Context: an optimization exercise on an open-source flow, tuned for small area. The choices shown serve that exercise and are no tape-out recipe.
The RTL was checked by simulation tests, not by an equivalence proof against the original design.
No run shown here takes its clock network from TritonCTS; it comes from the design's own scripts or RTL.
The flow treats the clock pin as an ideal source. Dropping or thinning the clock tree relies on that and would not hold on a real chip.
Power and IR drop assume default switching activity.

$ cat flow/run.sh
#!/bin/bash
# The standard layout (standard.sh), with three changes:
#  - synthesis maps the logic with an area-oriented ABC script (flow/abc_area.script)
#    and leaves adders to ABC instead of mapping them to full-adder cells first;
#    registers are mapped exactly as in the standard synthesis;
#  - the port buffers are the smallest buffer cell;
#  - the clock tree is built by flow/cts.tcl in place of TritonCTS: one root
#    buffer and four leaf buffers, one per quarter of the registers.
# Each step's output goes to its own log file here.
set -euo pipefail
rm -rf synth_scripts
cp -r "$FLOW_HOME/scripts" synth_scripts
cp flow/abc_area.script synth_scripts/abc_speed.script
bash standard.sh "SCRIPTS_DIR=$PWD/synth_scripts" 'ADDER_MAP_FILE=' synth > standard_synth.log 2>&1
B='BUFFER_PORTS_ARGS=-buffer_cell sky130_fd_sc_hd__buf_1'
bash standard.sh "$B" place > standard_place.log 2>&1
RDIR="$PWD/orfs/results/$FLOW_PLATFORM/reuleaux/base" LEAVES=4 LEAFBUF=sky130_fd_sc_hd__clkbuf_8 \
  ROOTBUF=sky130_fd_sc_hd__clkbuf_4 openroad -exit flow/cts.tcl > cts.log 2>&1
bash standard.sh "$B" finish > standard_finish.log 2>&1
$ cat flow/abc_area.script
strash
&get -n
&deepsyn -T 20
&put
dch -f
amap
topo
dnsize -c
$ cat flow/cts.tcl
# Clock tree: the registers are split by place into groups (halves, then
# quarters); each group gets a leaf buffer at its centre, and the leaves hang
# off one root buffer at their centre (or, with no root, off the clock port).
set pdir $::env(FLOW_HOME)/platforms/sky130hd
set rdir $::env(RDIR)
read_liberty $pdir/lib/sky130_fd_sc_hd__tt_025C_1v80.lib
read_db $rdir/3_place.odb
read_sdc $rdir/3_place.sdc
source $pdir/setRC.tcl
set block [ord::get_db_block]
set db [ord::get_db]
set clk [$block findNet clk]

proc centre {its} {
  set sx 0; set sy 0
  foreach it $its {
    set bb [[$it getInst] getBBox]
    set sx [expr {$sx + ([$bb xMin] + [$bb xMax]) / 2}]
    set sy [expr {$sy + ([$bb yMin] + [$bb yMax]) / 2}]
  }
  set n [llength $its]
  return [list [expr {$sx / $n}] [expr {$sy / $n}]]
}
# split a list of iterms in two by the median of x (axis 0) or y (axis 1)
proc split2 {its axis} {
  set keyed {}
  foreach it $its {
    set bb [[$it getInst] getBBox]
    if {$axis == 0} { set k [expr {[$bb xMin] + [$bb xMax]}] } else { set k [expr {[$bb yMin] + [$bb yMax]}] }
    lappend keyed [list $k $it]
  }
  set keyed [lsort -integer -index 0 $keyed]
  set h [expr {[llength $keyed] / 2}]
  set a {}; set b {}
  foreach p [lrange $keyed 0 [expr {$h - 1}]] { lappend a [lindex $p 1] }
  foreach p [lrange $keyed $h end] { lappend b [lindex $p 1] }
  return [list $a $b]
}
proc add_buf {name master its loc} {
  set block [ord::get_db_block]
  set buf [odb::dbInst_create $block [[ord::get_db] findMaster $master] $name]
  set net [odb::dbNet_create $block net_$name]
  $net setSigType CLOCK
  foreach it $its { $it disconnect; $it connect $net }
  [$buf findITerm X] connect $net
  $buf setLocation [lindex $loc 0] [lindex $loc 1]
  $buf setPlacementStatus PLACED
  return $buf
}

set sinks [$clk getITerms]
set groups [list $sinks]
set nl $::env(LEAVES)
if {$nl >= 2} { set groups [split2 $sinks 0] }
if {$nl >= 4} {
  set g {}
  foreach grp $groups { foreach s [split2 $grp 1] { lappend g $s } }
  set groups $g
}
set leaves {}
set i 0
foreach grp $groups {
  set b [add_buf clkbuf_leaf_$i $::env(LEAFBUF) $grp [centre $grp]]
  lappend leaves [$b findITerm A]
  puts "leaf $i: [llength $grp] registers"
  incr i
}
if {$::env(ROOTBUF) ne "none"} {
  set r [add_buf clkbuf_root $::env(ROOTBUF) $leaves [centre $leaves]]
  [$r findITerm A] connect $clk
} else {
  foreach a $leaves { $a connect $clk }
}
detailed_placement
check_placement -verbose
set_propagated_clock [all_clocks]
estimate_parasitics -placement
report_clock_skew
write_db $rdir/4_1_cts.odb
write_sdc $rdir/4_cts.sdc
$ cat standard.sh
#!/bin/bash
# synth_recipe.tcl (not shown) runs the flow's synth.tcl, then flattens the netlist and writes it again
# the make line also repeats each setting of config.mk as NAME=value (left out here)
make -C /OpenROAD-flow-scripts/flow DESIGN_CONFIG=/design/flow/config.mk WORK_HOME=/design/flow/orfs CLKGATE_MAP_FILE= SYNTH_SCRIPT=/design/flow/synth_recipe.tcl "${@:-finish}"
$ cat config.mk
export PLATFORM = sky130hd
export DESIGN_NAME = reuleaux
export DESIGN_NICKNAME = reuleaux
export VERILOG_FILES = /design/flow/design.v
export SDC_FILE = /design/flow/constraint.sdc
export NUM_CORES = 4
export LEC_CHECK = 0
export CAP_MARGIN = 20
export CORE_MARGIN = 2
export CORE_UTILIZATION = 40
export SLEW_MARGIN = 20
$ cat constraint.sdc
create_clock -name core_clock -period 18.0 [get_ports {clk}]
set_input_delay 3.6000 -clock core_clock [delete_from_list [all_inputs] [get_ports {clk}]]
set_output_delay 3.6000 -clock core_clock [all_outputs]
set_load 0.01 [all_outputs]
$ cat design.v
module reuleaux(input logic clk, input logic rst_n, input logic [2:0] colour,
                input logic [7:0] centre_x, input logic [6:0] centre_y, input logic [7:0] diameter,
                input logic start, output logic done,
                output logic [7:0] vga_x, output logic [6:0] vga_y,
                output logic [2:0] vga_colour, output logic vga_plot);
     logic       dflt;       
     logic [1:0] circ;       
     logic       ini;        
     logic [2:0] oct;        
     logic [2:0] bc;         
     logic [7:0] ox, oy, m;  
     logic       ms;         
     logic [6:0] srx, sry;   
     logic [3:0] dl;         
     logic       c1, c2, ca, cb, cx_c, cy_c, cm, ci, bi;   
     logic       gl, gh, gy, lp;                           
     logic clr, idle, b0, b7;
     assign clr  = (circ == 2'd3) & !oct[2];
     assign idle = (circ == 2'd3) & oct[2];
     assign b0  = (bc == 3'd0);
     assign b7  = (bc == 3'd7);
     logic [7:0] dv, xv;
     logic [6:0] yv;
     assign dv = dflt ? 8'd80 : diameter;
     assign xv = dflt ? 8'd80 : centre_x;
     assign yv = dflt ? 7'd60 : centre_y;
     logic dn, xb, yb, d0, hb;
     assign dn = dv[bc + 3'd1];           
     assign xb = xv[bc];
     assign yb = b7 ? 1'b0 : yv[bc];
     assign d0 = dv[0];
     assign hb = b7 ? 1'b0 : dn;          
     logic x1b, x2b, k1, k2, ta, tb, ty, yc, y1b;
     assign k1  = b0 ? d0 : c1;
     assign x1b = xb ^ hb ^ k1;
     assign k2  = b0 ? 1'b1 : c2;
     assign x2b = xb ^ ~hb ^ k2;
     assign ta  = b0 ? 1'b0 : dl[1];                      
     assign ty  = yb ^ ta ^ (ca & !b0);
     assign tb  = (bc >= 3'd3) ? dl[3] : 1'b0;            
     assign yc  = cb & !b0;
     assign y1b = b7 ? 1'b0 : (ty ^ tb ^ yc ^ ((bc == 3'd6) & d0));    
     logic cxb, cyb, lob, hib;
     always_comb begin
          case (circ)
               2'd0: begin cxb = x1b; cyb = y1b; end
               2'd1: begin cxb = x2b; cyb = y1b; end
               default: begin cxb = xb; cyb = (bc == 3'd0) | (bc == 3'd1) | (bc == 3'd2) | (bc == 3'd4); end   
          endcase
     end
     assign lob = (circ == 2'd1) ? xb : x2b;
     assign hib = (circ == 2'd0) ? xb : x1b;
     logic ab, bb, sx, sy, kx, ky, pxb, pyb, ax, by;
     assign sx  = oct[1];
     assign sy  = oct[2];
     assign ab  = oct[0] ? oy[0] : ox[0];
     assign bb  = oct[0] ? ox[0] : oy[0];
     assign ax  = ab ^ sx;
     assign by  = bb ^ sy;
     assign kx  = b0 ? sx : cx_c;
     assign ky  = b0 ? sy : cy_c;
     assign pxb = cxb ^ ax ^ kx;
     assign pyb = cyb ^ by ^ ky;
     logic gl_n, gh_n, gy_n, lp_n, yp, yq;
     assign gl_n = (pxb ^ lob) ? pxb : (b0 | gl);           
     assign gh_n = (pxb ^ hib) ? hib : (b0 | gh);           
     assign yp   = circ[1] ? pyb : y1b;
     assign yq   = circ[1] ? y1b : pyb;
     assign gy_n = (yp ^ yq) ? yp : (b0 | gy);              
     assign lp_n = (ox[0] ^ oy[0]) ? ox[0] : (b0 | lp);     
     logic x_on, y_on, y_23, draw_ok;
     assign x_on = !pxb | (!srx[6] & !srx[5]);                     
     assign y_on = !pyb & !(sry[6] & sry[5] & sry[4] & sry[3]);    
     assign y_23 = pyb | sry[6] | sry[5] | (sry[4] & (sry[3] | (sry[2] & sry[1] & sry[0])));
     assign draw_ok = (circ != 2'd3) && b7 && !ini && x_on && y_on && gl_n && gh_n && gy_n && lp_n && (circ[1] || y_23);
     logic c_on, lz;
     assign c_on = (!bc[0] | (!srx[6] & !srx[5])) & !(sry[6] & sry[5] & sry[4] & sry[3]);
     assign lz   = !bc[0] && (srx == 7'd0) && (sry == 7'd0);
     assign vga_x      = {clr ? bc[0] : pxb, srx};
     assign vga_y      = sry;
     assign vga_colour = clr ? 3'b000 : colour;
     assign vga_plot   = clr ? c_on : draw_ok;
     assign done       = idle;
     logic o7, o0, kc, kb, oy_n, ox_n, mop, mk, m_n, mc;
     assign o7   = !ini && (oct == 3'd7);
     assign o0   = !ini && (oct == 3'd0);
     assign kc   = b0 ? o7 : ci;
     assign kb   = b0 ? (o7 & ms) : bi;
     assign oy_n = oy[0] ^ kc;
     assign ox_n = ox[0] ^ kb;
     assign mop  = o0 ? !oy[0] : (o7 & ms & ox_n);
     assign mk   = b0 ? (o0 & (d0 ^ oy[0])) : cm;
     assign m_n  = m[0] ^ mop ^ mk;
     assign mc   = (m[0] & mop) | (mk & (m[0] ^ mop));
     always_ff @(posedge clk) begin
          bc   <= bc + 3'd1;
          dl   <= {dl[2:0], dn};
          c1   <= (xb & hb) | (k1 & (xb ^ hb));
          c2   <= (xb & ~hb) | (k2 & (xb ^ ~hb));
          ca   <= (yb & ta) | ((ca & !b0) & (yb ^ ta));
          cb   <= (ty & tb) | (yc & (ty ^ tb));
          cx_c <= (cxb & ax) | (kx & (cxb ^ ax));
          cy_c <= (cyb & by) | (ky & (cyb ^ by));
          gl   <= gl_n;
          gh   <= gh_n;
          gy   <= gy_n;
          lp   <= lp_n;
          ci   <= oy[0] & kc;
          bi   <= !ox[0] & kb;
          cm   <= mc;
          oy   <= {ini ? 1'b0 : oy_n, oy[7:1]};
          ox   <= {ini ? (b0 ? d0 : dl[0]) : ox_n, ox[7:1]};
          m    <= {ini ? hb : m_n, m[7:1]};
          if (ini) ms <= 1'b0;
          else if (b7) ms <= ms ^ o0 ^ mc;
          srx  <= {clr ? sry[0] : pxb, srx[6:1]};
          sry  <= {clr ? !(srx[0] ^ srx[1] ^ srx[2] ^ sry[5]) : pyb, sry[6:1]};
          if (!rst_n) begin
               dflt   <= 1'b1;
               circ   <= 2'd3;
               oct[2] <= 1'b0;
               oct[0] <= 1'b0;
               srx[0] <= 1'b0;
          end else if (idle) begin
               if (start) begin
                    dflt <= 1'b0;
                    circ <= 2'd0;
                    ini  <= 1'b1;
                    oct  <= 3'd0;
                    bc   <= 3'd0;
               end
          end else if (clr) begin
               if (lz) begin
                    oct[0] <= 1'b1;
                    if (oct[0]) begin
                         circ <= 2'd0;
                         ini  <= 1'b1;
                         oct  <= 3'd0;
                         bc   <= 3'd0;
                    end
               end
          end else if (b7) begin
               if (ini) begin
                    ini <= 1'b0;
               end else if (oct == 3'd0 && !lp_n) begin
                    circ <= circ + 2'd1;
                    if (circ == 2'd2) oct <= 3'b100;
                    else ini <= 1'b1;
               end else begin
                    oct <= oct + 3'd1;
               end
          end
     end
endmodule
==> out/metrics.yaml, run 1 <==
timing:
  fin_crit_sh: 0.578
  slew_headroom: 0.710
  tns_ps: 0
  period_needed_ps: 10400
  finalSetupViolations: 0
  tightest_slew_ps: 432
  max_freq_ghz: 0.0961
  hold_viol: 0
  rsz0062_at_grt: "false"
  drv_slew: 0
  fin_skew_ps: 11.5
power_and_ir_drop:
  internal_power_w: 0.000202
  p_per_area_nw_per_um2: 98.5
  swShare: 0.283
  comb_power_share: 0.146
  p_leak_nw: 0.981
  pwr-share-seq: 0.631
  pwr-share-clk: 0.223
  p_sw_w: 0.0000799
  total_power_w: 0.000282
  ir_worst_vdd_mv: 0.0823
global_route:
  gr-total-overflow: 0
  grt_usage: 0.156
  grt_max_degree: 18
  grt_pass1_wl_um: 9350
  grt_pass1_vias: 2019
  grt_antenna_before_repair: 0
clocking:
  clk_pin_slew_ps: 90
  clkLatencyLatePin_ps: 380
worst_setup_path:
  r2r_cells: 24
  path_max_fanout: 5
  timing.rr.end: "gh$_DFF_P_"
  worstPathRequired_ps: 14400
  critPathKind: "input port to primary output"
  cp-start-kind: "input port"
  r2r_slack_ps: 13840
  critPathCaptureType: "primary output"
  crit_arrival_ps: 6800
  r2r-start: "bc[1]$_DFF_P_"
run_status:
  status: "finished clean"
detailed_routing:
  vias: 2203
  wirelength_um: 5500
  firstDrtPassIters: 5
  vias_per_cell: 5.16
  wl_per_cell_um: 12.9
  drt_iter0_drc: 96
  drc: 0
  antenna_left: 0
yosys:
  syn_inst: 299
  synth_seq_cells: 66
  yosys.area.top_type_share: 0.507
  synth_cell_types: 34
  syn_avg_cell_area_um2: 8.44
  yosysTopAreaCell: "dfxtp_1"
  seq_area_frac_synth: 0.531
  synth_area_leaders: "dfxtp_1 51%, nor2_1 7.9%, clkinv_1 5.9%"
  yosys_warnings: 1
  synthesis.nets: 328
  synthesis.area_um2: 2520
worst_hold_path:
  hp-class: "flop to flop"
  min-delay-start: "oy[2]$_DFF_P_"
  holdPathEnd: "oy[1]$_DFF_P_"
  holdPathStages: 0
placed_design:
  gp_congestion: 0.893
  portBuffers: 48
  dpl.hpwl_um: 4190
floorplan:
  num_rows: 28
  die_h_um: 83.5
  coreArea_um2: 6030
  ios: 49
  die_area_um2: 6960
  initial_core_util: 0.419
  die_w_um: 83.5
layout:
  layout_common_cells: "64 x dfxtp_1, 53 x nor2_1, 48 x buf_1, 40 x clkinv_1"
  antenna_cells: 0
  layout_commonest_cell: "dfxtp_1"
  area_growth_pct: 13.3
  drive_gt1_frac: 0.0142
  nNetsFinal: 383
flow_run:
  cap_violations: 0
-- power groups by stage --
stage	sequential, W	combinational, W	clock, W
global placement	0.000181	0.0000415	0
finish	0.000178	0.0000411	0.0000630
floorplan	0.000187	0.0000161	0
detailed placement	0.000181	0.0000413	0
global route	0.000181	0.0000457	0.0000717
-- per-stage QoR --
stage               hold WS, ps  area [µm²]  utilization  worst slack [ps]  cells
floorplan                   310        2520            -              8230    299
global placement            310        2800        0.464              7610    422
detailed placement          312        2800        0.464              7660    422
global route                345        2860        0.475              7200    427
finish                      334        2860        0.475              7600    427
-- worst max-delay path, cell delays in order --
cell and delay [ps]:
buf_1 70, a221o_1 330, nand3_1 80, o211ai_1 120
o32ai_1 210, nor2_1 140, clkinv_1 100, nor3_1 60
nor2b_1 190, clkinv_1 110, a21oi_1 140, or2_0 150
nor2_1 50, a211oi_1 260, nor2_1 110, a21oi_1 310
nor2_1 90, nor2_1 100, a21oi_1 60, o22a_1 210
a41oi_1 150, buf_1 170
-- metal layers --
layer / global-route usage / wire [µm] / vias to the layer above
met5: 0 / 0 / -
met4: 0.0205 / 80 / 0
met3: 0.0188 / 275 / 8
met2: 0.265 / 2450 / 53
met1: 0.220 / 2690 / 981
li1: - / - / 1161
-- how the worst max path moves through the flow --
stage / from / endpoint / slack [ps]
2_1_floorplan: diameter[1] / vga_plot / 8230
3_3_place_gp: diameter[1] / vga_plot / 7610
3_5_place_dp: diameter[1] / vga_plot / 7660
5_1_grt: diameter[1] / vga_plot / 7200
6_report: diameter[1] / vga_plot / 7600
-- Yosys cell counts --
cell type / instances
o22a_1: 2
or2_0: 6
dfxtp_1: 64
a222oi_1: 1
nand2_1: 16
a22oi_1: 3
o31ai_1: 1
a221o_1: 2
o221ai_1: 5
a41oi_1: 2
o21ai_0: 22
o32ai_1: 3
o2111ai_1: 1
a211oi_1: 4
a2111oi_0: 1
a21boi_0: 1
clkinv_1: 40
nand2b_1: 1
o21a_1: 2
nor2_1: 53
nor3_1: 7
a311oi_1: 1
xor2_1: 1
edfxtp_1: 2
nor4_1: 1
nor2b_1: 7
o211ai_1: 1
a21o_1: 1
a32o_1: 1
a221oi_1: 1
a21oi_1: 22
o22ai_1: 12
a31oi_1: 3
nand3_1: 9
-- flip-flops by register name, summed over array words and instances, names as in the netlist, 2 cells and up --
| register | cells |
|---|---|
| sry | 7 |
| circ | 2 |
| ox | 8 |
| oy | 8 |
| m | 8 |
| srx | 7 |
| bc | 3 |
| oct | 3 |
| dl | 4 |
-- final cells by class --
class                   instances  area, µm²
inverters                      40        150
multi-input cells             193       1030
plain buffers                   5       62.6
repair buffers                 48        180
flip-flops and latches         66       1340
fillers                       634       3160
well taps                      75       93.8
-- logic make-up after synthesis --
kind of cell	synth area share
compound gates	0.234
simple gates	0.171
xor+xnor	0.00347
buf+inv	0.0595
flops	0.531
==> inputs of run 2 (changes only) <==
--- a/design.v
+++ b/design.v
@@ -12,22 +12,25 @@
      logic       ms;         
      logic [6:0] srx, sry;   
-     logic [3:0] dl;         
-     logic       c1, c2, ca, cb, cx_c, cy_c, cm, ci, bi;   
-     logic       gl, gh, gy, lp;                           
-     logic clr, idle, b0, b7;
+     logic [1:0] dl;         
+     logic       c1, c2, ca, cb, cx_c, cy_c, cm;       
+     logic       gl, gh, gy;                           
+     logic       lb;         
+     logic clr, idle, b0, b7, o0, o1, o7;
      assign clr  = (circ == 2'd3) & !oct[2];
      assign idle = (circ == 2'd3) & oct[2];
      assign b0  = (bc == 3'd0);
      assign b7  = (bc == 3'd7);
-     logic [7:0] dv, xv;
-     logic [6:0] yv;
-     assign dv = dflt ? 8'd80 : diameter;
-     assign xv = dflt ? 8'd80 : centre_x;
-     assign yv = dflt ? 7'd60 : centre_y;
-     logic dn, xb, yb, d0, hb;
-     assign dn = dv[bc + 3'd1];           
-     assign xb = xv[bc];
-     assign yb = b7 ? 1'b0 : yv[bc];
-     assign d0 = dv[0];
+     assign o0  = !ini && (oct == 3'd0);    
+     assign o1  = !ini && (oct == 3'd1);
+     assign o7  = !ini && (oct == 3'd7);
+     logic [2:0] bn;
+     logic k80, k80n, dn, xb, yb, d0, hb;
+     assign bn   = bc + 3'd1;
+     assign k80  = (bc == 3'd4) | (bc == 3'd6);             
+     assign k80n = (bn == 3'd4) | (bn == 3'd6);
+     assign dn = dflt ? k80n : diameter[bn];              
+     assign xb = dflt ? k80 : centre_x[bc];
+     assign yb = b7 ? 1'b0 : (dflt ? ((bc >= 3'd2) & (bc <= 3'd5)) : centre_y[bc]);    
+     assign d0 = !dflt & diameter[0];
      assign hb = b7 ? 1'b0 : dn;          
      logic x1b, x2b, k1, k2, ta, tb, ty, yc, y1b;
@@ -38,5 +41,5 @@
      assign ta  = b0 ? 1'b0 : dl[1];                      
      assign ty  = yb ^ ta ^ (ca & !b0);
-     assign tb  = (bc >= 3'd3) ? dl[3] : 1'b0;            
+     assign tb  = (bc >= 3'd3) & !dflt & diameter[{1'b0, bn[1:0]}];    
      assign yc  = cb & !b0;
      assign y1b = b7 ? 1'b0 : (ty ^ tb ^ yc ^ ((bc == 3'd6) & d0));    
@@ -68,10 +71,10 @@
      assign yq   = circ[1] ? y1b : pyb;
      assign gy_n = (yp ^ yq) ? yp : (b0 | gy);              
-     assign lp_n = (ox[0] ^ oy[0]) ? ox[0] : (b0 | lp);     
+     assign lp_n = (ox[0] ^ oy[0]) ? ox[0] : (b0 | lb);     
      logic x_on, y_on, y_23, draw_ok;
      assign x_on = !pxb | (!srx[6] & !srx[5]);                     
      assign y_on = !pyb & !(sry[6] & sry[5] & sry[4] & sry[3]);    
      assign y_23 = pyb | sry[6] | sry[5] | (sry[4] & (sry[3] | (sry[2] & sry[1] & sry[0])));
-     assign draw_ok = (circ != 2'd3) && b7 && !ini && x_on && y_on && gl_n && gh_n && gy_n && lp_n && (circ[1] || y_23);
+     assign draw_ok = (circ != 2'd3) && b7 && !ini && x_on && y_on && gl_n && gh_n && gy_n && (lp_n || !o0) && (circ[1] || y_23);
      logic c_on, lz;
      assign c_on = (!bc[0] | (!srx[6] & !srx[5])) & !(sry[6] & sry[5] & sry[4] & sry[3]);
@@ -82,18 +85,16 @@
      assign vga_plot   = clr ? c_on : draw_ok;
      assign done       = idle;
-     logic o7, o0, kc, kb, oy_n, ox_n, mop, mk, m_n, mc;
-     assign o7   = !ini && (oct == 3'd7);
-     assign o0   = !ini && (oct == 3'd0);
-     assign kc   = b0 ? o7 : ci;
-     assign kb   = b0 ? (o7 & ms) : bi;
+     logic kc, kb, oy_n, ox_n, mop, mk, m_n, mc;
+     assign kc   = o7 & (b0 | cm);
+     assign kb   = o7 & (b0 ? ms : lb);
      assign oy_n = oy[0] ^ kc;
      assign ox_n = ox[0] ^ kb;
-     assign mop  = o0 ? !oy[0] : (o7 & ms & ox_n);
-     assign mk   = b0 ? (o0 & (d0 ^ oy[0])) : cm;
+     assign mop  = o1 ? !oy[0] : (o0 & ms & ox[0]);
+     assign mk   = b0 ? (o1 & (d0 ^ oy[0])) : (cm & !o7);
      assign m_n  = m[0] ^ mop ^ mk;
      assign mc   = (m[0] & mop) | (mk & (m[0] ^ mop));
      always_ff @(posedge clk) begin
           bc   <= bc + 3'd1;
-          dl   <= {dl[2:0], dn};
+          dl   <= {dl[0], dn};
           c1   <= (xb & hb) | (k1 & (xb ^ hb));
           c2   <= (xb & ~hb) | (k2 & (xb ^ ~hb));
@@ -105,13 +106,11 @@
           gh   <= gh_n;
           gy   <= gy_n;
-          lp   <= lp_n;
-          ci   <= oy[0] & kc;
-          bi   <= !ox[0] & kb;
-          cm   <= mc;
+          lb   <= o7 ? (!ox[0] & kb) : lp_n;
+          cm   <= o7 ? (oy[0] & kc) : mc;
           oy   <= {ini ? 1'b0 : oy_n, oy[7:1]};
           ox   <= {ini ? (b0 ? d0 : dl[0]) : ox_n, ox[7:1]};
           m    <= {ini ? hb : m_n, m[7:1]};
           if (ini) ms <= 1'b0;
-          else if (b7) ms <= ms ^ o0 ^ mc;
+          else if (b7) ms <= ms ^ o1 ^ mc;
           srx  <= {clr ? sry[0] : pxb, srx[6:1]};
           sry  <= {clr ? !(srx[0] ^ srx[1] ^ srx[2] ^ sry[5]) : pyb, sry[6:1]};
==> flow/abc_area.script (replaced) <==
strash
dch -f
amap
strash
dch -f
amap
strash
dch -f
amap
topo
dnsize -c
==> run 2 against run 1 <==
Net effect:
- still clean
- final area decreased by 2.6%
- die area fell by 2.8%
- clock skew is 6.7 ps lower
- combinational power rose to 3.6 times the previous value
- synthesized area is 3.0% lower
- total power rose by 46%
- sequential share of layout area is 1.6 points lower
- hold slack worse by 0.72 ps
- global-route usage increased by 1.6 points
- fmax is 5.6% lower
- via count increased by 1.8%
- final cell count increased by 0.23%
- largest cell class unchanged
- highest routed layer unchanged
==> out/metrics.yaml, run 2 <==
run_status:
  status: "finished clean"
worst_setup_path:
  r2r-start: "bc[0]$_DFF_P_"
  critPathKind: "input port to primary output"
  cp-start-kind: "input port"
  worstPathRequired_ps: 14400
  r2r_cells: 20
  path_max_fanout: 4
  critPathCaptureType: "primary output"
  r2r_slack_ps: 12740
  crit_arrival_ps: 7420
  timing.rr.end: "gy$_DFF_P_"
layout:
  layout_commonest_cell: "dfxtp_1"
  area_growth_pct: 13.7
  ff_latch_area_um2: 1260
  drive_gt1_frac: 0.0142
  antenna_cells: 0
  fin_area_um2: 2790
  final_cells: 428
  nFillCells: 617
  nNetsFinal: 384
  reg_top3: "m (8), ox (8), oy (8)"
  multiInputGateArea_um2: 1050
  layout_common_cells: "60 x dfxtp_1, 54 x nor2_1, 48 x buf_1, 36 x clkinv_1, 27 x nand2_1"
placed_design:
  postPlaceCellArea_um2: 2720
  gp_congestion: 0.825
  dpl.hpwl_um: 4310
  portBuffers: 48
  post-place-cells: 423
detailed_routing:
  drc: 0
  wl_per_cell_um: 13.0
  vias: 2242
  vias_per_cell: 5.24
  wirelength_um: 5570
  antenna_left: 0
  firstDrtPassIters: 5
  drt_iter0_drc: 97
yosys:
  synthesis.nets: 329
  yosys.area.top_type_share: 0.490
  yosysTopAreaCell: "dfxtp_1"
  synth_cell_types: 35
  synth_compound_area_frac: 0.230
  post-synth-top-count-cell: "dfxtp_1"
  synth_seq_cells: 62
  synth_top_family_by_area: "compound AO/OA/AOI/OAI gates"
  synthesis.area_um2: 2450
  synth_area_leaders: "dfxtp_1 49%, nor2_1 8.3%, clkinv_1 5.5%"
  yosys_warnings: 1
  synthXorXnorAreaFrac: 0
  ys_top_cells_by_count: "60 x dfxtp_1, 54 x nor2_1, 36 x clkinv_1"
  synth.area.mux_share: 0
  synth_edf_count: 2
  ys_async_sr_fraction: 0
  synth_simple_gate_area_frac: 0.200
  synth-adder-area-share: 0
  seq_area_frac_synth: 0.515
  synth_ff_type: "dfxtp_1"
  syn_inst: 300
  syn_avg_cell_area_um2: 8.17
floorplan:
  die_w_um: 82.3
  die_h_um: 82.3
  coreArea_um2: 5920
  die_area_um2: 6770
  initial_core_util: 0.414
  ios: 49
  num_rows: 28
clocking:
  clk_pin_slew_ps: 90
  clkLatencyLatePin_ps: 370
timing:
  slew_headroom: 0.380
  holdWs_ps: 333
  drv_slew: 0
  rsz0062_at_grt: "false"
  finalSetupViolations: 0
  period_needed_ps: 11020
  tightest_slew_ps: 926
  fin_skew_ps: 4.73
  tns_ps: 0
  fin_crit_sh: 0.612
  max_freq_ghz: 0.0908
  hold_viol: 0
power_and_ir_drop:
  p_per_area_nw_per_um2: 148
  pwr-share-clk: 0.150
  internal_power_w: 0.000253
  p_sw_w: 0.000158
  pwr-share-seq: 0.485
  total_power_w: 0.000411
  swShare: 0.384
  comb_power_share: 0.364
  ir_worst_vdd_mv: 0.0658
  p_leak_nw: 0.958
global_route:
  grt_pass1_wl_um: 9350
  grt_pass1_vias: 2043
  gr-total-overflow: 0
  grt_usage: 0.172
  grt_max_degree: 17
  grt_antenna_before_repair: 0
worst_hold_path:
  min-delay-start: "oy[3]$_DFF_P_"
  hp-class: "flop to flop"
  holdPathEnd: "oy[2]$_DFF_P_"
  holdPathStages: 0
flow_run:
  cap_violations: 0
## run 2: changes by cell type in the layout (fill, tap and decap cells not counted), moves of 3 or more
cell      before  now
nor2b_1        7    4
nor3_1         7   12
nand2_1       16   27
dfxtp_1       64   60
nand3_1        9    2
nor4_1         1    4
clkinv_1      40   36
## run 2: power groups by stage
stage	Combinational (W)	Sequential [W]	Clock, W
finish	0.000150	0.000199	0.0000619
global route	0.000171	0.000206	0.0000684
detailed placement	0.000149	0.000203	0
global placement	0.000148	0.000203	0
floorplan	0.000103	0.000205	0
## run 2: final cells by class
type	count	area share
inverters	36	0.0485
well taps	75	0.0337
flip-flops and latches	62	0.453
repair buffers	48	0.0647
multi-input cells	202	0.378
plain buffers	5	0.0225
## run 2: layer usage
metal	share of wire	wire, µm	vias to the layer above	global-route usage
met2	0.43	2410	68	0.287
li1	-	-	1171	-
met4	0.020	114	0	0.0300
met5	0	0	-	0
met1	0.48	2660	993	0.246
met3	0.068	379	10	0.0130
## run 2: critical path: stages
cell and delay, ps:
buf_1 70, o22ai_1 70, or3_1 360, a31o_1 250
a21oi_1 190, nand2_1 90, o21a_1 110, o21ai_0 260
nor2_1 70, a21oi_1 160, nor2_1 60, a211oi_1 350
o32a_1 210, o21ai_0 130, o21ai_0 500, or2_0 210
o22ai_1 80, a31oi_1 210, clkinv_1 90, o21ai_0 180
buf_1 170
## run 2: cells by family (layout without fill, tap and decap cells)
| logic type | Yosys count | after routing |
|---|---|---|
| AOI/OAI and AO/OA | 89 | 89 |
| buffers and inverters | 36 | 89 |
| and+or+nand+nor | 113 | 113 |
| DFF | 62 | 62 |
## run 2: stage by stage
step                      setup slack, ps  utilization
after floorplan                      7660            -
after global placement               7000        0.460
after detailed placement             7010        0.460
after global routing                 6480        0.471
final                                6980        0.471
## run 2: how the worst max path moves through the flow
stage | end | startpoint | cells past startpoint
2_1_floorplan | vga_plot | centre_y[0] | 19
3_3_place_gp | vga_plot | centre_y[0] | 21
3_5_place_dp | vga_plot | centre_y[1] | 21
5_1_grt | vga_plot | centre_y[0] | 21
6_report | vga_plot | centre_y[0] | 21
==> inputs of run 3 (changes only) <==
--- a/design.v
+++ b/design.v
@@ -79,5 +79,5 @@
      logic c_on, lz;
      assign c_on = (!bc[0] | (!srx[6] & !srx[5])) & !(sry[6] & sry[5] & sry[4] & sry[3]);
-     assign lz   = !bc[0] && (srx == 7'd0) && (sry == 7'd0);
+     assign lz   = bc[0] && (srx == 7'd1) && (sry == 7'd0);
      assign vga_x      = {clr ? bc[0] : pxb, srx};
      assign vga_y      = sry;
@@ -119,6 +119,7 @@
                circ   <= 2'd3;
                oct[2] <= 1'b0;
-               oct[0] <= 1'b0;
-               srx[0] <= 1'b0;
+               bc     <= 3'd0;
+               srx    <= 7'd0;
+               sry    <= 7'd0;
           end else if (idle) begin
                if (start) begin
@@ -131,11 +132,8 @@
           end else if (clr) begin
                if (lz) begin
-                    oct[0] <= 1'b1;
-                    if (oct[0]) begin
-                         circ <= 2'd0;
-                         ini  <= 1'b1;
-                         oct  <= 3'd0;
-                         bc   <= 3'd0;
-                    end
+                    circ <= 2'd0;
+                    ini  <= 1'b1;
+                    oct  <= 3'd0;
+                    bc   <= 3'd0;
                end
           end else if (b7) begin
==> run 3 against run 2 <==
Net effect:
- clock skew rose by 7.9 ps
- global-route usage fell by 0.82 points
- clock power is essentially flat
- setup slack lost 260 ps
- die area rose by 2.2%
- total power decreased by 20%
- final area increased by 2.3%
- synthesized cell count grew 2.7%
- critical path type unchanged
- largest cell class unchanged
==> out/metrics.yaml, run 3 <==
run_status:
  status: "finished clean"
detailed_routing:
  firstDrtPassIters: 4
  vias: 2270
  top_layer_used: "met4"
  drt_iter0_drc: 84
  m1WireLength_um: 2790
  vias_per_cell: 5.19
  antenna_left: 0
  met2_length_um: 2610
  wl_per_cell_um: 13.1
  wl_met3_um: 236
  drc: 0
  wirelength_um: 5740
timing:
  max_freq_ghz: 0.0887
  fin_crit_sh: 0.626
  period_needed_ps: 11270
  tightest_slew_ps: 758
  drv_slew: 0
  rsz0062_at_grt: "false"
  finalSetupViolations: 0
  slew_headroom: 0.489
  hold_viol: 0
  tns_ps: 0
  setup_ws_ps: 6730
  fin_skew_ps: 12.7
yosys:
  synth_top_family_by_area: "compound AO/OA/AOI/OAI gates"
  synthesis.nets: 337
  synth-adder-area-share: 0
  synth_compound_area_frac: 0.232
  yosys.area.top_type_share: 0.471
  synth_seq_cells: 62
  seq_area_frac_synth: 0.507
  synthXorXnorAreaFrac: 0
  synth_simple_gate_area_frac: 0.201
  synth_area_leaders: "dfxtp_1 47%, nor2_1 8.8%, clkinv_1 6.0%"
  ys_async_sr_fraction: 0
  synth_ff_type: "dfxtp_1"
  ys_top_cells_by_count: "59 x dfxtp_1, 59 x nor2_1, 40 x clkinv_1"
  syn_inst: 308
  syn_avg_cell_area_um2: 8.14
  synth.area.mux_share: 0
  synthesis.area_um2: 2510
  synth_cell_types: 34
  synth_edf_count: 3
  yosysTopAreaCell: "dfxtp_1"
  yosys_warnings: 1
layout:
  reg_top3: "m (8), ox (8), oy (8)"
  area_growth_pct: 13.7
  layout_common_cells: "59 x nor2_1, 59 x dfxtp_1, 48 x buf_1, 40 x clkinv_1, 25 x o21ai_0"
  antenna_cells: 0
  drive_gt1_frac: 0.0166
  nNetsFinal: 393
placed_design:
  place_ws_ps: 6740
  gp_congestion: 0.813
  portBuffers: 48
  dpl.hpwl_um: 4330
floorplan:
  coreArea_um2: 5990
  die_area_um2: 6910
  die_h_um: 83.2
  num_rows: 28
  initial_core_util: 0.418
  die_w_um: 83.2
  ios: 49
worst_setup_path:
  critPathCaptureType: "primary output"
  path_max_fanout: 7
  worstPathRequired_ps: 14400
  crit_arrival_ps: 7670
  cp-start-kind: "input port"
  r2r_cells: 20
  critPathKind: "input port to primary output"
global_route:
  grt_usage: 0.164
  grt_pass1_wl_um: 9920
  gr-total-overflow: 0
  grt_max_degree: 20
  grt_antenna_before_repair: 0
  grt_pass1_vias: 2147
clocking:
  clk_pin_slew_ps: 80
  clkLatencyLatePin_ps: 380
flow_run:
  cap_violations: 0
power_and_ir_drop:
  ir_worst_vdd_mv: 0.0521
  p_leak_nw: 0.991
  p_per_area_nw_per_um2: 116
worst_hold_path:
  hp-class: "flop to flop"
  holdPathStages: 0
run 3: cell types whose count changed after synthesis, sizes merged, moves of 3 or more:
cell / previous run / this run
and3: 0 / 6
nand2: 27 / 22
o22ai: 14 / 17
a21oi: 20 / 17
clkinv: 36 / 40
nor3: 12 / 9
nor2: 54 / 59
run 3: final cells by class:
class / count / area, µm²
well taps: 75 / 93.8
repair buffers: 49 / 188
inverters: 40 / 150
fillers: 629 / 3140
multi-input cells: 206 / 1080
plain buffers: 5 / 62.6
flip-flops and latches: 62 / 1270
run 3: worst paths after layout:
| path | start | end | slack [ps] |
|---|---|---|---|
| setup reg to reg | bc[0]$_SDFF_PN0_ | gl$_DFF_P_ | 13050 |
| setup / recovery | centre_x[1] | vga_plot | 6730 |
| hold / removal | oy[6]$_DFF_P_ | oy[5]$_DFF_P_ | 330 |
| hold reg to reg | oy[6]$_DFF_P_ | oy[5]$_DFF_P_ | 330 |
run 3: metrics by stage:
stage / cell area (µm²) / utilization / total power, W / cells / hold WS [ps]
finish: 2850 / 0.476 / 0.000331 / 437 / 333
global route: 2850 / 0.476 / 0.000355 / 437 / 339
detailed placement: 2790 / 0.465 / 0.000272 / 432 / 313
global placement: 2790 / 0.465 / 0.000271 / 432 / 311
floorplan: 2510 / - / 0.000244 / 308 / 310
run 3: power breakdown:
part / switching (W) / internal (W) / total, W
clock network: 0.0000389 / 0.0000227 / 0.0000616
registers: 0.0000136 / 0.000161 / 0.000175
logic: 0.0000615 / 0.0000326 / 0.0000941
total: 0.000114 / 0.000217 / 0.000331
run 3: cell families (layout without fill, tap and decap cells):
kind of cell | after synthesis | after routing
compound gates | 91 | 91
buf+inv | 40 | 94
flops | 62 | 62
simple gates | 115 | 115
run 3: per-layer routing:
layer,track usage,vias up
li1,-,1202
met1,0.221,1026
met2,0.282,35
met3,0.0229,7
met4,0.0283,0
met5,0,-
run 3: critical path, stage by stage:
cell and delay, ps:
buf_1 70, and3_1 160, a2111o_1 330, o21ai_0 600
nor2_1 100, a21oi_1 270, clkinv_1 150, o21ai_0 250
nor2_1 70, nor3_1 300, a21oi_1 130, o21ai_0 430
clkinv_1 240, a222oi_1 250, nor2_1 110, nor4_1 210
nand3_1 110, o31ai_1 100, buf_1 190
==> inputs of run 4 (changes only) <==
--- a/design.v
+++ b/design.v
@@ -83,5 +83,5 @@
      assign vga_y      = sry;
      assign vga_colour = clr ? 3'b000 : colour;
-     assign vga_plot   = clr ? c_on : draw_ok;
+     assign vga_plot   = rst_n && (clr ? c_on : draw_ok);    
      assign done       = idle;
      logic kc, kb, oy_n, ox_n, mop, mk, m_n, mc;
==> run 4 against run 3 <==
Net effect:
- global-route usage down 0.31 points
- still clean
- total power about the same
- critical path depth grew 2
==> out/metrics.yaml, run 4 <==
run_status:
  status: "finished clean"
placed_design:
  post-place-cells: 439
  portBuffers: 48
  gp_congestion: 0.883
  dpl.hpwl_um: 4270
  place_ws_ps: 6470
power_and_ir_drop:
  p_leak_nw: 1.00
  p_per_area_nw_per_um2: 115
  ir_worst_vdd_mv: 0.0518
floorplan:
  ios: 49
  initial_core_util: 0.420
  num_rows: 28
  die_h_um: 83.3
  die_area_um2: 6940
  die_w_um: 83.3
  coreArea_um2: 5990
yosys:
  seq_area_frac_synth: 0.505
  synth_area_leaders: "dfxtp_1 47%, nor2_1 9.2%, clkinv_1 6.4%"
  post-synth-top-count-cell: "nor2_1"
  synthesis.area_um2: 2520
  yosys.area.top_type_share: 0.469
  synth_seq_cells: 62
  synth_cell_types: 32
  synth_edf_count: 3
  yosysTopAreaCell: "dfxtp_1"
  ys_async_sr_fraction: 0
  synth_ff_type: "dfxtp_1"
  synthesis.nets: 344
  syn_avg_cell_area_um2: 7.99
  yosys_warnings: 1
  syn_inst: 315
  ys_top_cells_by_count: "62 x nor2_1, 59 x dfxtp_1, 43 x clkinv_1"
layout:
  layout_commonest_cell: "nor2_1"
  antenna_cells: 0
  area_growth_pct: 13.7
  nNetsFinal: 400
  ff_latch_area_um2: 1270
  layout_common_cells: "62 x nor2_1, 59 x dfxtp_1, 48 x buf_1, 43 x clkinv_1, 25 x o21ai_0"
  reg_top3: "m (8), ox (8), oy (8)"
  nFillCells: 610
  drive_gt1_frac: 0.0163
  multiInputGateArea_um2: 1080
  final_cells: 444
  post-route-util: 0.478
clocking:
  clkLatencyLatePin_ps: 370
  clk_pin_slew_ps: 100
global_route:
  grt_most_used_layer: "met2"
  grt_max_degree: 19
  grt_antenna_before_repair: 0
  grt_pass1_wl_um: 9630
  use_met1: 0.239
  grt_usage: 0.161
  gr-total-overflow: 0
  grt_pass1_vias: 2117
  grtUsageMet3: 0.0179
  met2_usage: 0.258
worst_hold_path:
  holdPathStages: 0
  holdPathEnd: "ox[2]$_DFF_P_"
  hp-class: "flop to flop"
  min-delay-start: "ox[3]$_DFF_P_"
worst_setup_path:
  r2r_slack_ps: 13410
  cp-start-kind: "input port"
  timing.rr.end: "gh$_DFF_P_"
  r2r-start: "bc[0]$_SDFF_PN0_"
  critPathKind: "input port to primary output"
  critPathCaptureType: "primary output"
  r2r_cells: 23
  crit_arrival_ps: 7980
  worstPathRequired_ps: 14400
  path_max_fanout: 7
detailed_routing:
  wl_per_cell_um: 12.8
  vias: 2319
  firstDrtPassIters: 5
  wirelength_um: 5660
  drt_iter0_drc: 157
  vias_per_cell: 5.22
  antenna_left: 0
  drc: 0
timing:
  finalSetupViolations: 0
  period_needed_ps: 11580
  fin_crit_sh: 0.643
  max_freq_ghz: 0.0863
  rsz0062_at_grt: "false"
  hold_viol: 0
  fin_skew_ps: 9.73
  slew_headroom: 0.593
  tns_ps: 0
  drv_slew: 0
  tightest_slew_ps: 608
  setup_ws_ps: 6420
flow_run:
  cap_violations: 0
run 4: layout make-up:
cell class	instances	share of cell area
buffer	5	0.0219
inverter	43	0.0564
multi-input combinational	210	0.379
sequential	62	0.444
tap	75	0.0328
timing repair buffer	49	0.0656
run 4: per-stage QoR:
stage	area (µm²)	total power, W	hold slack [ps]
finish	2860	0.000330	328
global route	2860	0.000356	342
detailed placement	2800	0.000270	312
global placement	2800	0.000269	310
floorplan	2520	0.000244	310
run 4: report_power, final:
group | leakage [nW] | switching, W | internal (W)
sequential | 0.510 | 0.0000104 | 0.000161
clock | 0.0334 | 0.0000398 | 0.0000227
combinational | 0.457 | 0.0000644 | 0.0000323
total | 1.00 | 0.000115 | 0.000216
run 4: kinds of logic after synthesis:
logic type             share of synthesized area
buffers and inverters                     0.0641
and+or+nand+nor                            0.208
DFF                                        0.505
AOI/OAI and AO/OA                          0.223
run 4: how the worst max path moves through the flow:
stage                           start  endpoint  slack (ps)  cells past startpoint
after floorplan           centre_y[0]  vga_plot        7050                     22
after global routing      centre_x[5]  vga_plot        5680                     21
after global placement    centre_x[5]  vga_plot        6340                     21
final                     centre_x[5]  vga_plot        6420                     21
after detailed placement  centre_x[5]  vga_plot        6470                     21
run 4: metal layers:
metal  vias to the layer above  share of wire
met5                         -              0
met1                      1038           0.50
met3                         8          0.059
li1                       1217              -
met4                         0          0.015
met2                        56           0.42
run 4: critical path, stage by stage:
cell and delay, ps:
buf_1 70, and3_1 160, a2111oi_0 420, nor3_1 110
a21oi_1 410, nor2_1 90, a21oi_1 250, clkinv_1 150
o21ai_0 240, o22a_1 160, o21ai_0 100, nand2_1 100
o21ai_0 120, o21ai_0 420, clkinv_1 240, a222oi_1 250
nor2_1 110, nor4_1 310, a21oi_1 100, a2111oi_0 350
buf_1 200
==> inputs of run 5 (changes only) <==
--- a/design.v
+++ b/design.v
@@ -79,9 +79,9 @@
      logic c_on, lz;
      assign c_on = (!bc[0] | (!srx[6] & !srx[5])) & !(sry[6] & sry[5] & sry[4] & sry[3]);
-     assign lz   = bc[0] && (srx == 7'd1) && (sry == 7'd0);
+     assign lz   = !bc[0] && (srx == 7'd0) && (sry == 7'd0);
      assign vga_x      = {clr ? bc[0] : pxb, srx};
      assign vga_y      = sry;
      assign vga_colour = clr ? 3'b000 : colour;
-     assign vga_plot   = rst_n && (clr ? c_on : draw_ok);    
+     assign vga_plot   = clr ? c_on : draw_ok;
      assign done       = idle;
      logic kc, kb, oy_n, ox_n, mop, mk, m_n, mc;
@@ -119,7 +119,6 @@
                circ   <= 2'd3;
                oct[2] <= 1'b0;
-               bc     <= 3'd0;
-               srx    <= 7'd0;
-               sry    <= 7'd0;
+               oct[0] <= 1'b0;
+               srx[0] <= 1'b0;
           end else if (idle) begin
                if (start) begin
@@ -132,8 +131,11 @@
           end else if (clr) begin
                if (lz) begin
-                    circ <= 2'd0;
-                    ini  <= 1'b1;
-                    oct  <= 3'd0;
-                    bc   <= 3'd0;
+                    oct[0] <= 1'b1;
+                    if (oct[0]) begin
+                         circ <= 2'd0;
+                         ini  <= 1'b1;
+                         oct  <= 3'd0;
+                         bc   <= 3'd0;
+                    end
                end
           end else if (b7) begin
--- a/flow/run.sh
+++ b/flow/run.sh
@@ -15,5 +15,5 @@
 B='BUFFER_PORTS_ARGS=-buffer_cell sky130_fd_sc_hd__buf_1'
 bash standard.sh "$B" place > standard_place.log 2>&1
-RDIR="$PWD/orfs/results/$FLOW_PLATFORM/reuleaux/base" LEAVES=4 LEAFBUF=sky130_fd_sc_hd__clkbuf_8 \
+RDIR="$PWD/orfs/results/$FLOW_PLATFORM/reuleaux/base" COLS=3 ROWS=1 LEAFBUF=sky130_fd_sc_hd__clkbuf_8 \
   ROOTBUF=sky130_fd_sc_hd__clkbuf_4 openroad -exit flow/cts.tcl > cts.log 2>&1
 bash standard.sh "$B" finish > standard_finish.log 2>&1
--- a/flow/cts.tcl
+++ b/flow/cts.tcl
@@ -1,5 +1,2 @@
-# Clock tree: the registers are split by place into groups (halves, then
-# quarters); each group gets a leaf buffer at its centre, and the leaves hang
-# off one root buffer at their centre (or, with no root, off the clock port).
 set pdir $::env(FLOW_HOME)/platforms/sky130hd
 set rdir $::env(RDIR)
@@ -9,5 +6,4 @@
 source $pdir/setRC.tcl
 set block [ord::get_db_block]
-set db [ord::get_db]
 set clk [$block findNet clk]
 
@@ -22,6 +18,6 @@
   return [list [expr {$sx / $n}] [expr {$sy / $n}]]
 }
-# split a list of iterms in two by the median of x (axis 0) or y (axis 1)
-proc split2 {its axis} {
+# split a list of iterms into n runs of near-equal size, ordered by x (axis 0) or y (axis 1)
+proc splitn {its axis n} {
   set keyed {}
   foreach it $its {
@@ -31,9 +27,14 @@
   }
   set keyed [lsort -integer -index 0 $keyed]
-  set h [expr {[llength $keyed] / 2}]
-  set a {}; set b {}
-  foreach p [lrange $keyed 0 [expr {$h - 1}]] { lappend a [lindex $p 1] }
-  foreach p [lrange $keyed $h end] { lappend b [lindex $p 1] }
-  return [list $a $b]
+  set len [llength $keyed]
+  set out {}
+  for {set g 0} {$g < $n} {incr g} {
+    set lo [expr {$g * $len / $n}]
+    set hi [expr {($g + 1) * $len / $n - 1}]
+    set grp {}
+    foreach p [lrange $keyed $lo $hi] { lappend grp [lindex $p 1] }
+    lappend out $grp
+  }
+  return $out
 }
 proc add_buf {name master its loc} {
@@ -49,12 +50,7 @@
 }
 
-set sinks [$clk getITerms]
-set groups [list $sinks]
-set nl $::env(LEAVES)
-if {$nl >= 2} { set groups [split2 $sinks 0] }
-if {$nl >= 4} {
-  set g {}
-  foreach grp $groups { foreach s [split2 $grp 1] { lappend g $s } }
-  set groups $g
+set groups {}
+foreach col [splitn [$clk getITerms] 0 $::env(COLS)] {
+  foreach grp [splitn $col 1 $::env(ROWS)] { lappend groups $grp }
 }
 set leaves {}
@@ -70,4 +66,5 @@
   [$r findITerm A] connect $clk
 } else {
+  if {[llength $leaves] > 4} { error "the clock port may feed at most four cells" }
   foreach a $leaves { $a connect $clk }
 }
==> run 5 against run 4 <==
Net effect:
- final area decreased by 3.1%
- setup slack improved by 570 ps
- global-route usage increased by 1.0 points
- critical path type unchanged
- critical endpoint unchanged
- largest cell class unchanged
- largest power group unchanged
- highest routed layer unchanged
==> out/metrics.yaml, run 5 <==
run_status:
  status: "finished clean"
floorplan:
  initial_core_util: 0.414
  die_area_um2: 6770
  die_h_um: 82.3
  ios: 49
  die_w_um: 82.3
  coreArea_um2: 5920
  num_rows: 28
timing:
  hold_viol: 0
  fin_skew_ps: 8.83
  period_needed_ps: 11010
  tightest_slew_ps: 908
  tns_ps: 0
  fin_crit_sh: 0.612
  finalSetupViolations: 0
  max_freq_ghz: 0.0908
  rsz0062_at_grt: "false"
  holdWs_ps: 333
  drv_slew: 0
  slew_headroom: 0.392
yosys:
  syn_avg_cell_area_um2: 8.17
  ys_async_sr_fraction: 0
  ys_top_cells_by_count: "60 x dfxtp_1, 54 x nor2_1, 36 x clkinv_1"
  syn_inst: 300
  synth_top_family_by_area: "compound AO/OA/AOI/OAI gates"
  synth.area.mux_share: 0
  synthesis.area_um2: 2450
  synth_cell_types: 35
  synthXorXnorAreaFrac: 0
  synthesis.nets: 329
  synth_simple_gate_area_frac: 0.200
  seq_area_frac_synth: 0.515
  synth_ff_type: "dfxtp_1"
  synth-adder-area-share: 0
  synth_compound_area_frac: 0.230
  yosysTopAreaCell: "dfxtp_1"
  synth_area_leaders: "dfxtp_1 49%, nor2_1 8.3%, clkinv_1 5.5%"
  yosys.area.top_type_share: 0.490
  post-synth-top-count-cell: "dfxtp_1"
  yosys_warnings: 1
  synth_edf_count: 2
  synth_seq_cells: 62
worst_hold_path:
  holdPathStages: 0
  hp-class: "flop to flop"
worst_setup_path:
  r2r_cells: 20
  worstPathRequired_ps: 14400
  max_stage_delay_ps: 490
  critPathKind: "input port to primary output"
  cpMaxStageDelayCell: "o21ai_0"
  crit_arrival_ps: 7410
  path_cells: "buf_1 > o22ai_1 > or3_1 > a31o_1 > a21oi_1 > nand2_1 > o21a_1 > o21ai_0 > nor2_1 > a21oi_1 > nor2_1 > a211oi_1 > o32a_1 > o21ai_0 > o21ai_0 > or2_0 > o22ai_1 > a31oi_1 > clkinv_1 > o21ai_0 > buf_1"
  cp-start-kind: "input port"
  path_max_fanout: 4
  critPathCaptureType: "primary output"
  cp_common_cell: "o21ai_0"
placed_design:
  portBuffers: 48
  dpl.hpwl_um: 4310
  gp_congestion: 0.825
  postPlaceCellArea_um2: 2720
global_route:
  gr-total-overflow: 0
  grt_max_degree: 22
  grt_pass1_vias: 2006
  grt_usage: 0.171
  grt_antenna_before_repair: 0
  grt_pass1_wl_um: 9270
layout:
  nNetsFinal: 383
  antenna_cells: 0
  layout_commonest_cell: "dfxtp_1"
  layout_common_cells: "60 x dfxtp_1, 54 x nor2_1, 48 x buf_1, 36 x clkinv_1, 27 x nand2_1"
  fin_area_um2: 2770
  reg_top3: "m (8), ox (8), oy (8)"
  area_growth_pct: 13.2
  drive_gt1_frac: 0.0114
detailed_routing:
  met2_length_um: 2450
  m1WireLength_um: 2690
  firstDrtPassIters: 5
  antenna_left: 0
  drc: 0
  vias: 2206
  wl_per_cell_um: 12.9
  wirelength_um: 5520
  top_layer_used: "met4"
  vias_per_cell: 5.17
  wl_met3_um: 344
  drt_iter0_drc: 100
clocking:
  clkLatencyLatePin_ps: 340
  clk_pin_slew_ps: 120
power_and_ir_drop:
  p_leak_nw: 0.951
  p_per_area_nw_per_um2: 146
  ir_worst_vdd_mv: 0.0675
  total_power_w: 0.000405
flow_run:
  cap_violations: 0
run 5: through the flow:
step / std cells / utilization / setup WS, ps
after floorplan: 300 / - / 7660
after global placement: 423 / 0.460 / 7000
after global routing: 427 / 0.468 / 6480
final: 427 / 0.468 / 6990
after detailed placement: 423 / 0.460 / 7010
run 5: path summary, 6_finish.rpt:
| path | slack, ps | start | end |
|---|---|---|---|
| max | 6990 | centre_y[0] | vga_plot |
| min | 330 | m[2]$_DFF_P_ | m[1]$_DFF_P_ |
| max reg2reg | 12790 | bc[0]$_DFF_P_ | gy$_DFF_P_ |
| min reg2reg | 330 | m[2]$_DFF_P_ | m[1]$_DFF_P_ |
run 5: critical path, delay by kind of cell:
kind / cells / cell delay (ps)
AOI/OAI and AO/OA: 13 / 2680
buffers and inverters: 3 / 330
and+or+nand+nor: 5 / 790
run 5: area by class of cell:
| type | count | area [µm²] |
|---|---|---|
| Tap cell | 75 | 93.8 |
| Buffer | 4 | 48.8 |
| Sequential cell | 62 | 1260 |
| Multi-Input combinational cell | 202 | 1050 |
| Timing Repair Buffer | 48 | 180 |
| Inverter | 36 | 135 |
| Fill cell | 618 | 3150 |
run 5: cells by family after synthesis:
kind of cell | count (synthesis)
AOI/OAI and AO/OA | 89
buffers and inverters | 36
DFF | 62
and+or+nand+nor | 113
run 5: routing by layer:
| layer | global-route usage | vias to the layer above |
|---|---|---|
| met3 | 0.0141 | 4 |
| met4 | 0.0117 | 0 |
| met1 | 0.244 | 976 |
| li1 | - | 1171 |
| met5 | 0 | - |
| met2 | 0.294 | 55 |
run 5: power by group:
part           internal, W  total [W]  leakage (nW)  switching, W
sequential        0.000176   0.000200         0.516     0.0000237
combinational    0.0000548   0.000150         0.409     0.0000947
clock            0.0000181  0.0000557        0.0262     0.0000376
total             0.000249   0.000405         0.951      0.000156
==> inputs of run 6 (changes only) <==
--- a/config.mk
+++ b/config.mk
@@ -8,4 +8,4 @@
 export CAP_MARGIN = 20
 export CORE_MARGIN = 2
-export CORE_UTILIZATION = 40
+export CORE_UTILIZATION = 70
 export SLEW_MARGIN = 20
==> run 6 against run 5 <==
Net effect:
- critical path type unchanged
- largest cell class unchanged
- die area decreased by 41%
- clock skew decreased by 2.8 ps
- flip-flop and latch count unchanged
- still clean
- critical path depth unchanged
==> out/metrics.yaml, run 6 <==
run_status:
  status: "finished clean"
worst_hold_path:
  hp-class: "flop to flop"
yosys:
  synth_seq_cells: 62
  yosysTopAreaCell: "dfxtp_1"
  synth_edf_count: 2
  post-synth-top-count-cell: "dfxtp_1"
  syn_inst: 300
  synth_cell_types: 35
  yosys.area.top_type_share: 0.490
  synth_area_leaders: "dfxtp_1 49%, nor2_1 8.3%, clkinv_1 5.5%"
  ys_top_cells_by_count: "60 x dfxtp_1, 54 x nor2_1, 36 x clkinv_1"
  synthesis.nets: 329
  seq_area_frac_synth: 0.515
  syn_avg_cell_area_um2: 8.17
  synthesis.area_um2: 2450
  yosys_warnings: 1
  ys_async_sr_fraction: 0
  synth_ff_type: "dfxtp_1"
clocking:
  clkLatencyLatePin_ps: 350
  clk_pin_slew_ps: 120
global_route:
  grt_max_degree: 22
  grt_antenna_before_repair: 0
  gr-total-overflow: 0
  grt_pass1_wl_um: 9370
  grt_usage: 0.283
  grt_pass1_vias: 2129
timing:
  drv_slew: 0
  slew_headroom: 0.355
  fin_skew_ps: 6.05
  tightest_slew_ps: 964
  hold_viol: 0
  rsz0062_at_grt: "false"
  fin_crit_sh: 0.611
  period_needed_ps: 11000
  finalSetupViolations: 0
  tns_ps: 0
  max_freq_ghz: 0.0910
layout:
  area_growth_pct: 11.7
  reg_top3: "m (8), ox (8), oy (8)"
  nNetsFinal: 383
  layout_common_cells: "60 x dfxtp_1, 54 x nor2_1, 48 x buf_1, 36 x clkinv_1, 27 x nand2_1"
  post-route-util: 0.820
  drive_gt1_frac: 0.0114
  antenna_cells: 0
  layout_commonest_cell: "dfxtp_1"
placed_design:
  dpl.hpwl_um: 4200
  gp_congestion: 0.860
  portBuffers: 48
worst_setup_path:
  cpMaxStageDelayCell: "o21ai_0"
  cp-start-kind: "input port"
  crit_arrival_ps: 7400
  critPathBufInv: 3
  max_stage_delay_ps: 430
  critPathCaptureType: "primary output"
  critPathKind: "input port to primary output"
  worstPathRequired_ps: 14400
  cp_common_cell: "o21ai_0"
  path_max_fanout: 4
  path_cells: "buf_1 > o22ai_1 > or3_1 > a31o_1 > a21oi_1 > nand2_1 > o21a_1 > o21ai_0 > nor2_1 > a21oi_1 > nor2_1 > a211oi_1 > o32a_1 > o21ai_0 > o21ai_0 > or2_0 > o22ai_1 > a31oi_1 > clkinv_1 > o21ai_0 > buf_1"
  critPathTopFamily: "compound AO/OA/AOI/OAI gates"
power_and_ir_drop:
  p_per_area_nw_per_um2: 149
  ir_worst_vdd_mv: 0.106
  p_leak_nw: 0.951
detailed_routing:
  vias: 2360
  antenna_left: 0
  drc: 0
  wirelength_um: 5590
  drt_iter0_drc: 257
  wl_per_cell_um: 14.1
  firstDrtPassIters: 6
  vias_per_cell: 5.93
floorplan:
  die_w_um: 63.2
  num_rows: 21
  die_h_um: 63.2
  ios: 49
  die_area_um2: 3990
  coreArea_um2: 3340
  initial_core_util: 0.734
flow_run:
  cap_violations: 0
-- run 6: area by class of cell --
class	count	area, µm²
plain buffers	4	48.8
repair buffers	48	180
fillers	229	601
inverters	36	135
multi-input cells	202	1050
flip-flops and latches	62	1260
well taps	46	57.6
-- run 6: metrics by stage --
step	std cells	instance area (µm²)	worst slack, ps	hold slack [ps]	total power [W]
finish	398	2740	7000	337	0.000407
global route	398	2740	6500	336	0.000435
detailed placement	394	2690	7040	312	0.000351
global placement	394	2690	7150	310	0.000345
floorplan	300	2450	7660	310	0.000308
-- run 6: final timing paths --
path,from,endpoint,slack (ps),depth (start not counted)
min,m[1]$_DFF_P_,m[0]$_DFF_P_,340,0
max,centre_y[0],vga_plot,7000,21
min reg2reg,m[1]$_DFF_P_,m[0]$_DFF_P_,340,0
max reg2reg,bc[0]$_DFF_P_,gy$_DFF_P_,12790,20
-- run 6: kinds of logic (layout without fill, tap and decap cells) --
kind of cell    Yosys count  after routing  synth area share
flops                    62             62             0.515
simple gates            113            113             0.200
compound gates           89             89             0.230
buf+inv                  36             88            0.0552
-- run 6: power by group --
part / internal, W / switching [W] / leakage (nW)
logic: 0.0000549 / 0.0000956 / 0.409
registers: 0.000176 / 0.0000245 / 0.516
clock network: 0.0000180 / 0.0000378 / 0.0262
-- run 6: routing by layer --
layer	GRT usage	share of wire	vias up
met5	0	0	-
met1	0.373	0.43	1058
met2	0.519	0.49	115
met3	0.0232	0.072	8
li1	-	-	1179
met4	0.0389	0.0057	0
==> inputs of run 7 (changes only) <==
--- a/flow/run.sh
+++ b/flow/run.sh
@@ -15,5 +15,5 @@
 B='BUFFER_PORTS_ARGS=-buffer_cell sky130_fd_sc_hd__buf_1'
 bash standard.sh "$B" place > standard_place.log 2>&1
-RDIR="$PWD/orfs/results/$FLOW_PLATFORM/reuleaux/base" COLS=3 ROWS=1 LEAFBUF=sky130_fd_sc_hd__clkbuf_8 \
+RDIR="$PWD/orfs/results/$FLOW_PLATFORM/reuleaux/base" COLS=2 ROWS=1 LEAFBUF=sky130_fd_sc_hd__clkbuf_16 \
   ROOTBUF=sky130_fd_sc_hd__clkbuf_4 openroad -exit flow/cts.tcl > cts.log 2>&1
 bash standard.sh "$B" finish > standard_finish.log 2>&1
--- a/config.mk
+++ b/config.mk
@@ -8,4 +8,4 @@
 export CAP_MARGIN = 20
 export CORE_MARGIN = 2
-export CORE_UTILIZATION = 70
+export CORE_UTILIZATION = 40
 export SLEW_MARGIN = 20
==> run 7 against run 6 <==
Net effect:
- still clean
- sequential share of layout area fell by 0.75 points
- clock power increased by 9.3%
- sequential power hardly changed
- hold slack gained 1.6 ps
- first-iteration DRC count fell by 62%
- flip-flop and latch count unchanged
- register-to-register slack hardly changed
- wire length decreased by 1.9%
- fmax fell by 0.22%
- critical path type unchanged
- critical endpoint unchanged
- largest power group unchanged
==> out/metrics.yaml, run 7 <==
layout:
  layout_commonest_cell: "dfxtp_1"
  area_growth_pct: 13.5
  nFillCells: 616
  reg_top3: "m (8), ox (8), oy (8)"
  fin_area_um2: 2780
  drive_gt1_frac: 0.00855
  ff_latch_area_um2: 1260
  layout_common_cells: "60 x dfxtp_1, 54 x nor2_1, 48 x buf_1, 36 x clkinv_1, 27 x nand2_1"
  nNetsFinal: 382
  antenna_cells: 0
  multiInputGateArea_um2: 1050
detailed_routing:
  wl_per_cell_um: 12.9
  vias_per_cell: 5.16
  vias: 2200
  drt_iter0_drc: 98
  drc: 0
  firstDrtPassIters: 4
  antenna_left: 0
  wirelength_um: 5490
yosys:
  post-synth-top-count-cell: "dfxtp_1"
  synthesis.nets: 329
  syn_inst: 300
  synth_edf_count: 2
  ys_top_cells_by_count: "60 x dfxtp_1, 54 x nor2_1, 36 x clkinv_1"
  seq_area_frac_synth: 0.515
  yosysTopAreaCell: "dfxtp_1"
  ys_async_sr_fraction: 0
  yosys.area.top_type_share: 0.490
  synth_ff_type: "dfxtp_1"
  yosys_warnings: 1
  syn_avg_cell_area_um2: 8.17
  synthesis.area_um2: 2450
  synth_seq_cells: 62
  synth_cell_types: 35
  synth_area_leaders: "dfxtp_1 49%, nor2_1 8.3%, clkinv_1 5.5%"
power_and_ir_drop:
  p_per_area_nw_per_um2: 148
  p_leak_nw: 0.954
  ir_worst_vdd_mv: 0.0626
worst_setup_path:
  max_stage_delay_ps: 500
  worstPathRequired_ps: 14400
  critPathKind: "input port to primary output"
  path_max_fanout: 4
  crit_arrival_ps: 7420
  critPathCaptureType: "primary output"
  cp_common_cell: "o21ai_0"
  critPathTopFamily: "compound AO/OA/AOI/OAI gates"
  cp-start-kind: "input port"
  path_cells: "buf_1 > o22ai_1 > or3_1 > a31o_1 > a21oi_1 > nand2_1 > o21a_1 > o21ai_0 > nor2_1 > a21oi_1 > nor2_1 > a211oi_1 > o32a_1 > o21ai_0 > o21ai_0 > or2_0 > o22ai_1 > a31oi_1 > clkinv_1 > o21ai_0 > buf_1"
  cpMaxStageDelayCell: "o21ai_0"
  critPathBufInv: 3
timing:
  max_freq_ghz: 0.0908
  fin_crit_sh: 0.612
  finalSetupViolations: 0
  slew_headroom: 0.398
  tightest_slew_ps: 900
  tns_ps: 0
  period_needed_ps: 11020
  hold_viol: 0
  rsz0062_at_grt: "false"
  fin_skew_ps: 3.83
  drv_slew: 0
global_route:
  met2_usage: 0.288
  grt_max_degree: 32
  grt_most_used_layer: "met2"
  grt_usage: 0.170
  grt_pass1_wl_um: 9250
  grt_antenna_before_repair: 0
  gr-total-overflow: 0
  grt_pass1_vias: 1998
  grtUsageMet3: 0.0130
  use_met1: 0.247
run_status:
  status: "finished clean"
floorplan:
  die_area_um2: 6770
  num_rows: 28
  die_w_um: 82.3
  die_h_um: 82.3
  initial_core_util: 0.414
  ios: 49
  coreArea_um2: 5920
placed_design:
  postPlaceCellArea_um2: 2720
  portBuffers: 48
  dpl.hpwl_um: 4310
  gp_congestion: 0.825
worst_hold_path:
  hp-class: "flop to flop"
clocking:
  clk_pin_slew_ps: 110
  clkLatencyLatePin_ps: 340
flow_run:
  cap_violations: 0
[run 7: worst reg2reg max path, stage by stage (launching register included)]
cell and delay, ps:
dfxtp_1 420, nor2_1 370, clkinv_1 250, nor2_1 730, clkinv_1 490, nand2_1 240
nor2_1 60, a21oi_1 150, nand2_1 90, o21a_1 120, o21ai_0 260, nor2_1 70
a21oi_1 160, nor2_1 60, a211oi_1 350, o32a_1 210, o21ai_0 130, o21ai_0 500
or2_0 210, o22ai_1 80, a31oi_1 210
[run 7: worst paths after layout]
path                            cells after the start  slack [ps]           from            end
worst max-delay path                               21        6980    centre_y[0]       vga_plot
worst min-delay path                                0         340  ox[2]$_DFF_P_  ox[1]$_DFF_P_
worst max register to register                     20       12780  bc[0]$_DFF_P_     gy$_DFF_P_
worst min register to register                      0         340  ox[2]$_DFF_P_  ox[1]$_DFF_P_
[run 7: per-layer routing]
metal / up-vias / wire [µm]
met5: - / 0
met4: 0 / 38
met3: 6 / 380
met2: 62 / 2410
met1: 969 / 2660
li1: 1163 / -
[run 7: layout make-up]
type                            instances  area share
Sequential cell                        62       0.453
Buffer                                  3      0.0207
Tap cell                               75      0.0337
Multi-Input combinational cell        202       0.379
Inverter                               36      0.0486
Timing Repair Buffer                   48      0.0648
[run 7: power by group]
group          internal, W   total, W  switching [W]
clock            0.0000231  0.0000610      0.0000379
sequential        0.000176   0.000199      0.0000237
combinational    0.0000548   0.000150      0.0000953
total             0.000254   0.000411       0.000157
[run 7: cell families (layout without fill, tap and decap cells)]
group | after synthesis | after routing | synth area share
buf+inv | 36 | 87 | 0.0552
flops | 62 | 62 | 0.515
compound gates | 89 | 89 | 0.230
simple gates | 113 | 113 | 0.200
[run 7: through the flow]
step	instances	utilization	total power [W]	hold slack, ps	setup slack (ps)
global route	426	0.470	0.000444	343	6480
floorplan	300	-	0.000308	310	7660
global placement	423	0.460	0.000351	311	7000
finish	426	0.470	0.000411	338	6980
detailed placement	423	0.460	0.000352	313	7010

separate check: timing with driven ports:
The results above use ideal ports. As a check the final layouts listed here were re-extracted and re-timed, cells and wires unchanged.
Step 1 (the two cells are an assumption about what drives the block):
set clk [get_ports {clk}]
set_driving_cell -lib_cell sky130_fd_sc_hd__clkbuf_16 $clk
set_driving_cell -lib_cell sky130_fd_sc_hd__buf_2 [delete_from_list [all_inputs] $clk]
Step 2 moves the port delays by t, midway between the first and last clock arrival at a register: inputs arrive t later, outputs are due t later. That takes back most of the time a late clock gives input paths.
a / b / c = ideal / step 1 / step 2; a / b = the first two.
run	t, ns	setup WS [ns]	slew at the worst register clock pin (ns)	worst slew at a driven data input, ns
run 1	0.397	7.597 / 7.574 / 7.574	0.10 / 0.10	0.03
run 2	0.390	6.982 / 6.958 / 6.958	0.09 / 0.09	0.03
run 3	0.397	6.726 / 6.706 / 6.706	0.10 / 0.10	0.04
run 4	0.395	6.417 / 6.393 / 6.393	0.10 / 0.10	0.04
run 5	0.361	6.990 / 6.966 / 6.966	0.12 / 0.12	0.03
run 6	0.375	7.005 / 6.982 / 6.982	0.12 / 0.12	0.03
run 7	0.367	6.981 / 6.957 / 6.957	0.11 / 0.11	0.03
After both steps setup and hold are still met in every run listed.
